From an optimization exercise on the open Yosys and OpenROAD flow, aimed at small area; shortcuts taken in it are not production practice.
The flow treats the clock pin as an ideal source, which a real chip does not have.
Power and IR drop assume default switching activity.

==> run D <==
Design Tx8b10b, start of the top module:
module Tx8b10b (
    input clk,
    input rst,
    input en,
    input [7:0] dataIn,
    input writeStrobe,
    output dataPresent,
    output halfFull,
    output full,
    output tx
);
wire [7:0] d;
reg readStrobe;
Fifo txFifo (
    .clk(clk), .rst(rst), .write(writeStrobe), .read(readStrobe), .dataIn(dataIn),
    .dataOut(d), .dataPresent(dataPresent), .halfFull(halfFull), .full(full)
);
reg [3:0] cnt;       
reg [1:9] s;         
reg rd6;             
reg rd4;             
wire c0 = (cnt == 4'd0);
wire c9 = (cnt == 4'd9);
reg [5:0] base6;    
always @* begin
    case (d[4:0])
        5'd0 : base6 = 6'b100111;  5'd1 : base6 = 6'b011101;
        5'd2 : base6 = 6'b101101;  5'd3 : base6 = 6'b110001;
        5'd4 : base6 = 6'b110101;  5'd5 : base6 = 6'b101001;
        5'd6 : base6 = 6'b011001;  5'd7 : base6 = 6'b111000;
        5'd8 : base6 = 6'b111001;  5'd9 : base6 = 6'b100101;
        5'd10: base6 = 6'b010101;  5'd11: base6 = 6'b110100;
  ...
==> module Tx8b10b, before the edit <==
module Tx8b10b (
    input clk,
    input rst,
    input en,
    input [7:0] dataIn,
    input writeStrobe,
    output dataPresent,
    output halfFull,
    output full,
    output tx
);
wire [7:0] d;
reg readStrobe;
Fifo txFifo (
    .clk(clk), .rst(rst), .write(writeStrobe), .read(readStrobe), .dataIn(dataIn),
    .dataOut(d), .dataPresent(dataPresent), .halfFull(halfFull), .full(full)
);
reg [3:0] cnt;       
reg [1:9] s;         
reg rd6;             
reg rd4;             
wire c0 = (cnt == 4'd0);
wire c9 = (cnt == 4'd9);
reg [5:0] base6;    
always @* begin
    case (d[4:0])
        5'd0 : base6 = 6'b100111;  5'd1 : base6 = 6'b011101;
        5'd2 : base6 = 6'b101101;  5'd3 : base6 = 6'b110001;
        5'd4 : base6 = 6'b110101;  5'd5 : base6 = 6'b101001;
        5'd6 : base6 = 6'b011001;  5'd7 : base6 = 6'b111000;
        5'd8 : base6 = 6'b111001;  5'd9 : base6 = 6'b100101;
        5'd10: base6 = 6'b010101;  5'd11: base6 = 6'b110100;
        5'd12: base6 = 6'b001101;  5'd13: base6 = 6'b101100;
        5'd14: base6 = 6'b011100;  5'd15: base6 = 6'b010111;
        5'd16: base6 = 6'b011011;  5'd17: base6 = 6'b100011;
        5'd18: base6 = 6'b010011;  5'd19: base6 = 6'b110010;
        5'd20: base6 = 6'b001011;  5'd21: base6 = 6'b101010;
        5'd22: base6 = 6'b011010;  5'd23: base6 = 6'b111010;
        5'd24: base6 = 6'b110011;  5'd25: base6 = 6'b100110;
        5'd26: base6 = 6'b010110;  5'd27: base6 = 6'b110110;
        5'd28: base6 = 6'b001110;  5'd29: base6 = 6'b101110;
        5'd30: base6 = 6'b011110;  default: base6 = 6'b101011;
    endcase
end
wire [31:0] NN6 = 32'he9818117;    
wire [31:0] CP6 = 32'he9818197;    
wire nn6 = NN6[d[4:0]];
wire flip6 = rd6 & CP6[d[4:0]];
wire [5:0] code6 = base6 ^ {6{flip6}};
wire [5:0] fill6 = rd4 ? 6'b110000 : 6'b001111;
wire dpLatch = ~((s[3] == s[4]) & (s[4] == s[5]) & (s[5] == s[6]));
wire useAlt = (s[5] == s[6]) & (s[6] != rd4);
reg [3:0] base4;    
always @* begin
    case (d[7:5])
        3'd0: base4 = 4'b1011;  3'd1: base4 = 4'b1001;
        3'd2: base4 = 4'b0101;  3'd3: base4 = 4'b1100;
        3'd4: base4 = 4'b1101;  3'd5: base4 = 4'b1010;
        3'd6: base4 = 4'b0110;  default: base4 = useAlt ? 4'b0111 : 4'b1110;
    endcase
end
wire nn4 = (d[7:5] == 3'd0) | (d[7:5] == 3'd4) | (d[7:5] == 3'd7);
wire flip4 = rd4 & (nn4 | (d[7:5] == 3'd3));
wire [3:0] code4 = base4 ^ {4{flip4}};
wire [3:0] fill4 = rd4 ? 4'b0101 : 4'b1010;
reg [3:0] cntDec;
always @* begin
    case (cnt)
        4'd8: cntDec = 4'd7;  4'd7: cntDec = 4'd6;  4'd6: cntDec = 4'd5;
        4'd5: cntDec = 4'd4;  4'd4: cntDec = 4'd3;  4'd3: cntDec = 4'd2;
        4'd2: cntDec = 4'd1;  default: cntDec = 4'd0;
    endcase
end
assign tx = s[1];
always @(posedge clk) begin
    if (rst) begin
        readStrobe <= 1'b0;
        rd6 <= 1'b0;
        rd4 <= 1'b0;
        cnt <= 4'd0;
        s <= 9'd0;
    end
    else begin
        readStrobe <= en & c9 & dpLatch;
        if (en) begin
            if (c0) begin
                cnt <= 4'd9;
                s[1:6] <= dataPresent ? code6 : fill6;
                s[7:9] <= 3'b000;
                if (dataPresent) rd4 <= rd6 ^ nn6;
                else rd6 <= rd4;
            end
            else if (c9) begin
                cnt <= 4'd8;
                s[1:5] <= s[2:6];
                s[6:9] <= dpLatch ? code4 : fill4;
                if (dpLatch) rd6 <= rd4 ^ nn4;
                else rd4 <= ~rd4;
            end
            else begin
                cnt <= cntDec;
                s <= {s[2:9], 1'b0};
            end
        end
    end
end
endmodule
export LEC_CHECK = 0
export CAP_MARGIN = 20
export CORE_MARGIN = 2
export CORE_UTILIZATION = 40
export SLEW_MARGIN = 20
create_clock -name core_clock -period 5.0 [get_ports {clk}]
standard.sh (not shown) runs the stock make flow with config.mk's settings and CLKGATE_MAP_FILE= SYNTH_SCRIPT=/design/flow/synth_recipe.tcl, a recipe that flattens the netlist after the stock synthesis.
==> flow/flow/run.sh <==
#!/bin/bash
# Own flow: the standard ORFS flow, with synthesis using an area-oriented ABC script
# (flow/abc.script) and no half-adder extraction, and a leaner clock tree.
set -euo pipefail
W=$PWD
export OWN_ABC_SCRIPT=$W/flow/abc.script
bash standard.sh synth SYNTH_SCRIPT=$W/flow/my_synth.tcl > $W/own_synth.log 2>&1
export CTS_ARGS="-sink_clustering_enable -repair_clock_nets -dont_use_dummy_load -buf_list sky130_fd_sc_hd__clkbuf_8"
export BUFFER_PORTS_ARGS="-buffer_cell sky130_fd_sc_hd__buf_1"
bash standard.sh > $W/own_flow.log 2>&1
==> flow/flow/abc.script <==
&get -n
&st
&dch -f
&nf -R 1000
&put
==> flow/flow/my_synth.tcl <==
proc synth {args} { yosys synth -nofsm -noshare {*}$args }
proc abc {args} {
  set i [lsearch -exact $args -script]
  if { $i >= 0 } { lset args [expr {$i + 1}] $::env(OWN_ABC_SCRIPT) }
  puts "own abc: [lindex $args [expr {$i + 1}]]"
  yosys abc {*}$args
}
proc extract_fa {args} { puts "extract_fa skipped" }
source $::env(SCRIPTS_DIR)/synth.tcl
# left out here: clear keep_hierarchy, flatten, clean up, hide names made inside functions, write 1_2_yosys.v
==> inputs of run Z, as changes to run D <==
--- a/flow/design.v
+++ b/flow/design.v
@@ -39,10 +39,12 @@
     .dataOut(d), .dataPresent(dataPresent), .halfFull(halfFull), .full(full)
 );
-reg [3:0] cnt;       
-reg [1:9] s;         
+reg line;
+reg [8:0] t;
+reg ph;              
+reg idle;            
 reg rd6;             
 reg rd4;             
-wire c0 = (cnt == 4'd0);
-wire c9 = (cnt == 4'd9);
+wire c9 = ph;
+wire c0 = idle | (~ph & ~|t[7:0]);
 reg [5:0] base6;    
 always @* begin
@@ -72,9 +74,10 @@
 wire [5:0] code6 = base6 ^ {6{flip6}};
 wire [5:0] fill6 = rd4 ? 6'b110000 : 6'b001111;
-wire dpLatch = ~((s[3] == s[4]) & (s[4] == s[5]) & (s[5] == s[6]));
-wire useAlt = (s[5] == s[6]) & (s[6] != rd4);
+wire dpLatch = ~((t[7] == t[6]) & (t[6] == t[5]) & (t[5] == t[4]));
+wire useAlt = (t[5] == t[4]) & (t[4] != rd4);
+wire [2:0] x4 = dpLatch ? d[7:5] : {~rd4, rd4, ~rd4};
 reg [3:0] base4;    
 always @* begin
-    case (d[7:5])
+    case (x4)
         3'd0: base4 = 4'b1011;  3'd1: base4 = 4'b1001;
         3'd2: base4 = 4'b0101;  3'd3: base4 = 4'b1100;
@@ -83,48 +86,41 @@
     endcase
 end
-wire nn4 = (d[7:5] == 3'd0) | (d[7:5] == 3'd4) | (d[7:5] == 3'd7);
-wire flip4 = rd4 & (nn4 | (d[7:5] == 3'd3));
+wire nn4 = (x4 == 3'd0) | (x4 == 3'd4) | (x4 == 3'd7);
+wire flip4 = rd4 & (nn4 | (x4 == 3'd3));
 wire [3:0] code4 = base4 ^ {4{flip4}};
 wire [3:0] fill4 = rd4 ? 4'b0101 : 4'b1010;
-reg [3:0] cntDec;
-always @* begin
-    case (cnt)
-        4'd8: cntDec = 4'd7;  4'd7: cntDec = 4'd6;  4'd6: cntDec = 4'd5;
-        4'd5: cntDec = 4'd4;  4'd4: cntDec = 4'd3;  4'd3: cntDec = 4'd2;
-        4'd2: cntDec = 4'd1;  default: cntDec = 4'd0;
-    endcase
-end
-assign tx = s[1];
+assign tx = line;
+wire [5:0] L6 = (dataPresent ? base6 : 6'b001111) ^ {6{dataPresent ? flip6 : rd4}};    
+wire [3:0] L4 = code4;        
 always @(posedge clk) begin
     if (rst) begin
-        readStrobe <= 1'b0;
         rd6 <= 1'b0;
         rd4 <= 1'b0;
-        cnt <= 4'd0;
-        s <= 9'd0;
+        ph <= 1'b0;
+        idle <= 1'b1;
+        line <= 1'b0;
     end
-    else begin
-        readStrobe <= en & c9 & dpLatch;
-        if (en) begin
-            if (c0) begin
-                cnt <= 4'd9;
-                s[1:6] <= dataPresent ? code6 : fill6;
-                s[7:9] <= 3'b000;
-                if (dataPresent) rd4 <= rd6 ^ nn6;
-                else rd6 <= rd4;
-            end
-            else if (c9) begin
-                cnt <= 4'd8;
-                s[1:5] <= s[2:6];
-                s[6:9] <= dpLatch ? code4 : fill4;
-                if (dpLatch) rd6 <= rd4 ^ nn4;
-                else rd4 <= ~rd4;
-            end
-            else begin
-                cnt <= cntDec;
-                s <= {s[2:9], 1'b0};
-            end
+    else if (en) begin
+        idle <= 1'b0;
+        ph <= c0;
+        line <= c0 ? L6[5] : t[8];
+        if (c0) begin
+            if (dataPresent) rd4 <= rd6 ^ nn6;
+            else rd6 <= rd4;
+        end
+        else if (c9) begin
+            rd6 <= rd4 ^ nn4;
+            if (~dpLatch) rd4 <= ~rd4;
         end
     end
 end
+always @(posedge clk) begin
+    readStrobe <= en & c9 & dpLatch;
+    if (en) begin
+        t[8:5] <= c0 ? L6[4:1] : t[7:4];
+        t[4]   <= c0 ? L6[0] : c9 ? L4[3] : t[3];
+        t[3:1] <= c9 ? L4[2:0] : t[2:0];
+        t[0]   <= c9;
+    end
+end
 endmodule
--- a/flow/flow/run.sh
+++ b/flow/flow/run.sh
@@ -6,5 +6,8 @@
 export OWN_ABC_SCRIPT=$W/flow/abc.script
 bash standard.sh synth SYNTH_SCRIPT=$W/flow/my_synth.tcl > $W/own_synth.log 2>&1
-export CTS_ARGS="-sink_clustering_enable -repair_clock_nets -dont_use_dummy_load -buf_list sky130_fd_sc_hd__clkbuf_8"
+export CTS_ARGS="-sink_clustering_enable -repair_clock_nets -dont_use_dummy_load -buf_list sky130_fd_sc_hd__clkbuf_4 -root_buf sky130_fd_sc_hd__clkbuf_8"
+export POST_CTS_TCL=$W/flow/post_cts.tcl
+export OWN_CLK_SLEW=0.112
+export POST_GLOBAL_PLACE_TCL=$W/flow/post_gp.tcl
 export BUFFER_PORTS_ARGS="-buffer_cell sky130_fd_sc_hd__buf_1"
 bash standard.sh > $W/own_flow.log 2>&1
==> flow/flow/abc.script (replaced) <==
&get -n
&st
&dc2
&dc2
&dch -f
&nf -R 1000 -p -C 32 -F 8
&put
==> flow/flow/post_cts.tcl (new file) <==
estimate_parasitics -placement
proc own_load_slew { inst } {
  set worst 0
  set out [get_pins -of_objects $inst -filter "direction == output"]
  foreach pin [get_pins -of_objects [get_nets -of_objects $out]] {
    if { [get_property $pin direction] == "output" } { continue }
    set s [get_property $pin slew_max]
    if { $s > $worst } { set worst $s }
  }
  return $worst
}
set own_sizes {sky130_fd_sc_hd__clkbuf_4 sky130_fd_sc_hd__clkbuf_8 sky130_fd_sc_hd__clkbuf_16}
set n 0
foreach inst [get_cells clkbuf_*] {
  set leaf 1
  set out [get_pins -of_objects $inst -filter "direction == output"]
  foreach pin [get_pins -of_objects [get_nets -of_objects $out]] {
    if { [get_property $pin direction] == "output" } { continue }
    if { [string match "clkbuf_*" [get_full_name [get_cells -of_objects $pin]]] } { set leaf 0 }
  }
  if { !$leaf } { continue }
  set cur [lsearch -exact $own_sizes [get_property $inst ref_name]]
  if { $cur < 0 } { continue }
  while { [own_load_slew $inst] > $::env(OWN_CLK_SLEW) && $cur < [llength $own_sizes] - 1 } {
    incr cur
    replace_cell $inst [lindex $own_sizes $cur]
    incr n
  }
}
puts "post_cts: upsized clock buffers $n times"
if { $n > 0 } {
  detailed_placement
  estimate_parasitics -placement
}
==> flow/flow/post_gp.tcl (new file) <==
# Drop the buffers that timing-driven global placement put on internal nets
# (not the port buffers, nor buffers on the input ports' fan-out); the resize
# step's repair_design adds back whatever slew or capacitance still needs.
set own_n 0
foreach inst [get_cells place*] {
  if { ![string match "sky130_fd_sc_hd__buf_*" [get_property $inst ref_name]] } { continue }
  set name [get_full_name $inst]
  set in_net [get_nets -of_objects [get_pins $name/A]]
  set out_net [get_nets -of_objects [get_pins $name/X]]
  set drv [get_pins -of_objects $in_net -filter "direction == output"]
  if { [llength $drv] != 1 } { continue }
  if { [string match "input*" [get_full_name [get_cells -of_objects $drv]]] } { continue }
  if { [llength [get_ports -quiet -of_objects $out_net]] > 0 } { continue }
  if { [llength [get_ports -quiet -of_objects $in_net]] > 0 } { continue }
  foreach pin [get_pins -of_objects $out_net -filter "direction == input"] {
    disconnect_pin $out_net $pin
    connect_pin $in_net $pin
  }
  disconnect_pin $in_net [get_pins $name/A]
  disconnect_pin $out_net [get_pins $name/X]
  delete_instance $inst
  delete_net $out_net
  incr own_n
}
puts "post_gp: removed $own_n buffers"
estimate_parasitics -placement
CAP_MARGIN = 5   (was 20)
CORE_UTILIZATION = 75   (was 40)
SLEW_MARGIN = 5   (was 20)
==> comparison <==
- Against run D, the cell area of run Z is lower by 6.4%.
- In run D the flip-flop and latch count is higher than in run Z, by 1.
- In run D the worst setup slack is worse than in run Z, by 0.29 ns.
- Sequential share of layout area: run Z is higher than run D (5.5 points).
- Global-route usage: run Z is higher than run D (17 points).
- Against run D, the wire length of run Z is larger by 10%.
- Against run D, the register-to-register slack of run Z is better by 0.29 ns.
- Between run D and run Z, the lower non-clock buffer count is in run Z (gap 8).
- In sequential power, run D and run Z hardly differ.
- In run D the power is larger than in run Z, by about 7%.
No run of this note included a check of the RTL's function; only the layout flow was run.

==> separate check: timing with driven ports <==
The flow's constraints put no driver on any port. The routed layouts listed below were extracted and timed again, unchanged, in two steps.
Step 1 assumes that a clkbuf_16 drives the clock port and a buf_2 every other input.
Step 2 adds t to the input delays and takes it off the output delays; t is the mean of the earliest and latest rising clock arrival at the registers after step 1. Input paths then give back, and output paths get back, about the clock's delay inside the block.
Slacks: no drivers / after step 1 / after step 2; pairs: no drivers / after step 1.
run | t, ns | setup slack, ns | worst setup path at the end
run D | 0.463 | 0.378 / 0.378 / 0.378 | register to register
run Z | 0.440 | 0.665 / 0.665 / 0.665 | register to register
After both steps setup and hold are still met in every run listed.
